This is an optimization exercise on Yosys and OpenROAD, whose aim is small area, not a production implementation.
Function was checked by simulation only, so behaviour that the tests miss may differ from the original.
No activity file was given, so power comes from the tool's default toggle rates.

===== design.v =====
module pe (input clk, rst,
       input 		       rsel_i, csel_i,  
       input 		       rsel_o, csel_o,  
       input [2-1:0]    cmd,
       output [1-1:0] status_out,  
       input [1-1:0]  state_in,
       output reg [1-1:0] state_out,
       output 		       active,  
       input [1-1:0]  w_i, e_i, n_i, s_i,  
       input [1-1:0]  nw_i, ne_i, sw_i, se_i     
       );
   logic sel_i, sel_o;
   assign sel_i = rsel_i & csel_i;
   assign sel_o = rsel_o & csel_o;
   logic [1-1:0] 	      state, nstate;
    function [1-1:0] status_from_state;
        input [1-1:0] state;
        status_from_state = state;   
    endfunction  
    assign              status_out = status_from_state(state);
   logic [3*1:0] 			 neighbor_count;
   assign neighbor_count = w_i + n_i + e_i + s_i
      + nw_i + ne_i + sw_i + se_i;
    always_ff @(posedge clk)
        if (rst) begin 
            state <= 1'b0;
        end
        else begin 
            state <= nstate;
        end
    always_comb begin
        state_out = state;  
        nstate = state;
        if (sel_o) begin
            state_out = state;
        end
        else begin
            state_out = 0;
        end   
        case (cmd)
            2'd0: begin
                    nstate = state;   
                end
            2'd1: begin
                    if (neighbor_count < 2) nstate = 1'b0;
                    else if (neighbor_count == 2) nstate = state;
                    else if (neighbor_count == 3) nstate = 1'b1;
                    else nstate = 1'b0;
                end
            2'd3:
                if (sel_i) begin
                    nstate = state_in;
                end
                else begin
                    nstate = state;
                end
            default: begin
                nstate = state;
            end
        endcase  
   end  
   assign active = nstate != state;
endmodule  
module pe_array ( input                       clk, reset,
 		  input [2-1:0]    cmd,
		  input [1-1:0]  state_in,
		  output logic [1-1:0] state_out,
		  output logic		      active,
		  input [4-1:0]      adr_x_i,
		  input [4-1:0]      adr_y_i,
          input [4-1:0]      adr_x_o,
          input [4-1:0]      adr_y_o
		  );
   genvar i, j;
   logic [16+2-1:0][16+2-1:0][1-1:0] status_a;   
   logic [16-1:0][16-1:0] active_a;
   logic [16-1:0][16-1:0][1-1:0] state_out_a; 
    logic [16-1:0] 		csel_i;
    logic [16-1:0] 		rsel_i;
    logic [16-1:0] 		csel_o;
    logic [16-1:0] 		rsel_o;
    generate
        for (i=0; i<16; i=i+1) begin
            assign csel_i[i] = (adr_x_i == i);
            assign csel_o[i] = (adr_x_o == i);
        end
    endgenerate
    generate
        for (i=0; i<16; i=i+1) begin
            assign rsel_i[i] = (adr_y_i == i);
            assign rsel_o[i] = (adr_y_o == i);
        end
    endgenerate
    generate
        for (i=1; i<16+1; i=i+1)  
	    begin: outer
	        for (j=1; j<16+1; j=j+1)  
	        begin : inner
		    pe PE_INST (
		                .clk(clk),
		                .rst(reset),
		                .rsel_i(rsel_i[(j-1)]),
		                .csel_i(csel_i[(i-1)]),
                        .rsel_o(rsel_o[(j-1)]),
                        .csel_o(csel_o[(i-1)]),
		                .cmd(cmd),
		      	        .status_out(status_a[(i)][(j)]),
		      	        .state_in(state_in),
		                .state_out(state_out_a[(i-1)][(j-1)]),
		      	        .active(active_a[(i-1)][(j-1)]),
		      	        .w_i(status_a[i-1][j]),
		      	        .n_i(status_a[i][j-1]),
		      	        .e_i(status_a[i+1][j]),
		      	        .s_i(status_a[i][j+1]),
		      	        .nw_i(status_a[i-1][j-1]),
		      	        .ne_i(status_a[i+1][j-1]),
		      	        .se_i(status_a[i+1][j+1]),
		      	        .sw_i(status_a[i-1][j+1])
	                    );
		  end
	    end
    endgenerate
    generate
        for (i=0; i<16+2; i=i+1) begin
            assign status_a[i][0] = 1'b0;    
	        assign status_a[i][16+1] = 1'b0;   
        end
    endgenerate
    generate
        for (j=1; j<16+2; j=j+1) begin
	       assign status_a[0][j] = 1'b0;    
	       assign status_a[16+1][j] = 1'b0;   
        end
    endgenerate
    always_comb
        begin
	       integer i, j;
	       active = 0;
	       state_out = 0;
	       for (i=0; i<16; i=i+1) begin
	           for (j=0; j<16; j=j+1) begin
	               active = active | active_a[i][j];
	               state_out = state_out | state_out_a[i][j];
	           end
	       end
        end
endmodule  

===== run.sh =====
#!/bin/bash
# synth_recipe.tcl (not shown) runs the flow's synth.tcl, then flattens the netlist and writes it again
# the make line also repeats each setting of config.mk as NAME=value (left out here)
make -C /OpenROAD-flow-scripts/flow DESIGN_CONFIG=/design/flow/config.mk WORK_HOME=/design/flow/orfs CLKGATE_MAP_FILE= SYNTH_SCRIPT=/design/flow/synth_recipe.tcl finish

===== config.mk =====
export PLATFORM = sky130hd
export DESIGN_NAME = pe_array
export DESIGN_NICKNAME = pe_array
export VERILOG_FILES = /design/flow/design.v
export SDC_FILE = /design/flow/constraint.sdc
export NUM_CORES = 4
export LEC_CHECK = 0
export CAP_MARGIN = 30
export CORE_MARGIN = 2
export CORE_UTILIZATION = 30
export PLACE_DENSITY = 0.45
export SLEW_MARGIN = 20

===== constraint.sdc =====
create_clock -name core_clock -period 15.0 [get_ports {clk}]
set_input_delay 3.0000 -clock core_clock [delete_from_list [all_inputs] [get_ports {clk}]]
set_output_delay 3.0000 -clock core_clock [all_outputs]
set_load 0.01 [all_outputs]

==> results.sh <==
export IMPL_post_cts_buffers=0
export IMPL_largest_reg_flops=256
export IMPL_setup_viol=0
export IMPL_cp_start_kind="primary input"
export IMPL_synth_edf_count=0
export IMPL_wl_per_cell_um=47.7
export IMPL_clock_latency_ps=700
export IMPL_cp_data_arrival_time_ps=9260
export IMPL_grt_pass1_wl_mm=621
export IMPL_top_usage_layer="met2"
export IMPL_timing_slew_headroom_pct=9.57
export IMPL_ys_warn_count=2
export IMPL_finalSetupTns_ps=0
export IMPL_syn_area_um2=61100
export IMPL_grt_total_usage_pct=45.5
export IMPL_grtUsageMet1_pct=55.9
export IMPL_p_leak_nw=28.5
export IMPL_fmax_ghz=0.0816
export IMPL_dr_pass1_iters=7
export IMPL_gp_congestion=1.14
export IMPL_dominantRegCellSynth="dfxtp_1"
export IMPL_min_period_over_period_pct=81.7
export IMPL_grt_pass1_vias=62800
export IMPL_drt_iter0_markers=10200
export IMPL_clock_root_buffer="clkbuf_16"
export IMPL_endpoint_kind="output port"
export IMPL_place_ws_ps=3070
export IMPL_dp_cells=9896
export IMPL_seq_area_frac_synth_pct=8.39
export IMPL_synth_top_area_share_pct=29.5
export IMPL_syn_inst=7175
export IMPL_yosysTopAreaCell="fa_1"
export IMPL_hold_viol_final=0
export IMPL_fin_skew_ps=50.2
export IMPL_met2_usage_pct=63.7
export IMPL_drive_gt1_share_pct=8.72
export IMPL_use_met3_pct=16.5
export IMPL_ir_drop_mv=0.122
export IMPL_portBuffers=22
export IMPL_cts_hold_fix_buffers=0
export IMPL_hp_class="reg2reg"
export IMPL_ff2ff_setup_slack_ps=9710
export IMPL_cts_resized=0
export IMPL_power_density_nw_per_um2=193
export IMPL_cts_made_buffers=45
export IMPL_dp_hpwl_mm=369
export IMPL_nets=8929
export IMPL_core_area_um2=202000
export IMPL_crit_type="in2out"
export IMPL_rsz0062_at_grt="no"
export IMPL_clockBufferDepth=3
export IMPL_cp_required_ps=12000
export IMPL_final_util_pct=33.9
export IMPL_layout_area_overhead_vs_synth_pct=12.4
export IMPL_worst_pin_slew_ps=1360
export IMPL_die_y_um=455
export IMPL_grt_remaining_overflow=0
export IMPL_ys_ff_latch=256
export IMPL_nFillCells=21300
export IMPL_reg_top3="outer.inner.PE_INST.state x256"
export IMPL_die_w_um=455
export IMPL_grt_max_degree=117
export IMPL_largest_register="outer.inner.PE_INST.state"
export IMPL_path_max_fanout=30
export IMPL_antenna_found_initial=84
export IMPL_viasPerCell=6.63
export IMPL_drc=0
export IMPL_cap_violations=0
export IMPL_ys_types=94
export IMPL_synthesis_nets=8807
export IMPL_drt_antenna_violating_nets=0
export IMPL_cts_max_level=2
export IMPL_routed_wirelength_mm=480
export IMPL_cts_tree="done"
export IMPL_synth_area_leaders="fa_1 (30%), ha_1 (15%), dfxtp_1 (8.4%), inv_1 (8.0%), a21oi_1 (3.4%)"
export IMPL_maxSlewViolCount=0
export IMPL_outcome="no timing/DRC/antenna violations"
export IMPL_synth_common_cells="inv_1 (1298), fa_1 (900), ha_1 (711), a21oi_1 (410), nor2_1 (385)"
export IMPL_clk_pin_slew_worst_paths_ps=60
export IMPL_num_vias=66700
export IMPL_instances_no_fill=10100
export IMPL_syn_avg_cell_area_um2=8.51
export IMPL_die_area_um2=207000
export IMPL_start_util_pct=30.2
export IMPL_clkSinkCount=256
export IMPL_layout_setup_ws_ps=2740
export IMPL_min_period_ps=12260
export IMPL_io_pins=23
export IMPL_synthArstFlopShare_pct=0
export IMPL_synth_most_common_cell="inv_1"
export IMPL_rows=165
-- metal layers --
layer	vias up	share of wire (%)
met5	-	0.081
met1	34200	38
met2	5371	40
met4	34	9.6
met3	1652	12
li1	25400	-
-- cell families (layout without fill, tap and decap cells) --
family	Yosys count	count (layout)	share of synthesized area, %
simple gates	1713	1713	15.4
xor+xnor	11	11	0.158
compound gates	1829	1829	20.1
mux	85	85	1.45
fa+ha+maj	1611	1611	44.1
buf+inv	1670	1823	10.5
flops	256	256	8.39
other cells	0	56	0
-- metrics by stage --
stage               power, mW  instance area, µm²  hold slack [ps]
floorplan                6.58               61100              504
global placement         11.2               66300              584
detailed placement       11.4               66700              585
CTS                      12.7               68100              591
global route             13.9               68500              619
finish                   13.3               68600              600
-- layout by cell type (no fill, tap or decap), drive strengths merged, types with 41 or more instances in the layout --
cell	instances
nor3	144
nor4	64
a31oi	162
clkbuf	77
nand4	65
a21oi	410
nand3	227
nor2	386
o21ai	363
diode	56
a311oi	41
a2111oi	58
nor2b	173
a221oi	74
o22ai	78
nand2b	221
dfxtp	256
a22oi	98
fa	900
o211ai	45
ha	711
buf	419
a211oi	73
a22o	43
nor3b	58
inv	1300
nand2	191
mux2i	57
-- final timing paths --
path,start,endpoint,cells after the start
max,adr_x_i[0],active,14
min,outer[16].inner[11].PE_INST.state,outer[16].inner[11].PE_INST.state,2
max reg2reg,outer[2].inner[6].PE_INST.state,outer[3].inner[7].PE_INST.state,11
min reg2reg,outer[16].inner[11].PE_INST.state,outer[16].inner[11].PE_INST.state,2
-- layout make-up --
class	count	area, µm²	area share [%]
Multi-Input combinational cell	5249	50000	72.9
Clock inverter	8	144	0.210
Sequential cell	256	5120	7.47
Timing Repair Buffer	445	3650	5.32
Clock buffer	70	1320	1.93
Inverter	1300	4890	7.13
Tap cell	2672	3340	4.87
Antenna cell	56	140	0.204
-- critical path, stage by stage --
cell and delay (ps):
clkdlybuf4s50_1 1020, buf_4 450, nor4bb_4 130, buf_4 350, nand2_1 390, o22ai_1 310, a2111oi_0 590, o2111ai_1 340
nor4_1 650, nand4_1 150, nor4_1 470, nand4_1 170, or3_1 610, clkdlybuf4s50_1 560
-- power by group --
part / total (mW) / internal, mW / switching [mW]
registers: 1.35 / 0.835 / 0.510
logic: 10.8 / 3.52 / 7.25
clock network: 1.16 / 0.668 / 0.493
total: 13.3 / 5.02 / 8.26

## port drivers added, routing unchanged
The results above use ideal ports. As a check the final layout listed here was re-extracted and re-timed, cells and wires unchanged. Step 1 sets driving cells, clkbuf_16 on the clock port and buf_2 on the other inputs (assumed; they add their load-dependent delay and slew). Step 2 also shifts input and output timing later by t, the mid clock arrival at the registers, as if the neighbouring blocks saw the same clock. Three values: no drivers, after step 1, after step 2; two values: the first two.
t, ns: 0.760
slack for setup (ns): 2.740 / 2.718 / 2.718
worst data-port slew with drivers (ns): 0.05
After both steps this run still meets setup and hold. For this run, drivers alone change the setup slack by -0.022 ns; drivers and shift together by -0.022 ns.
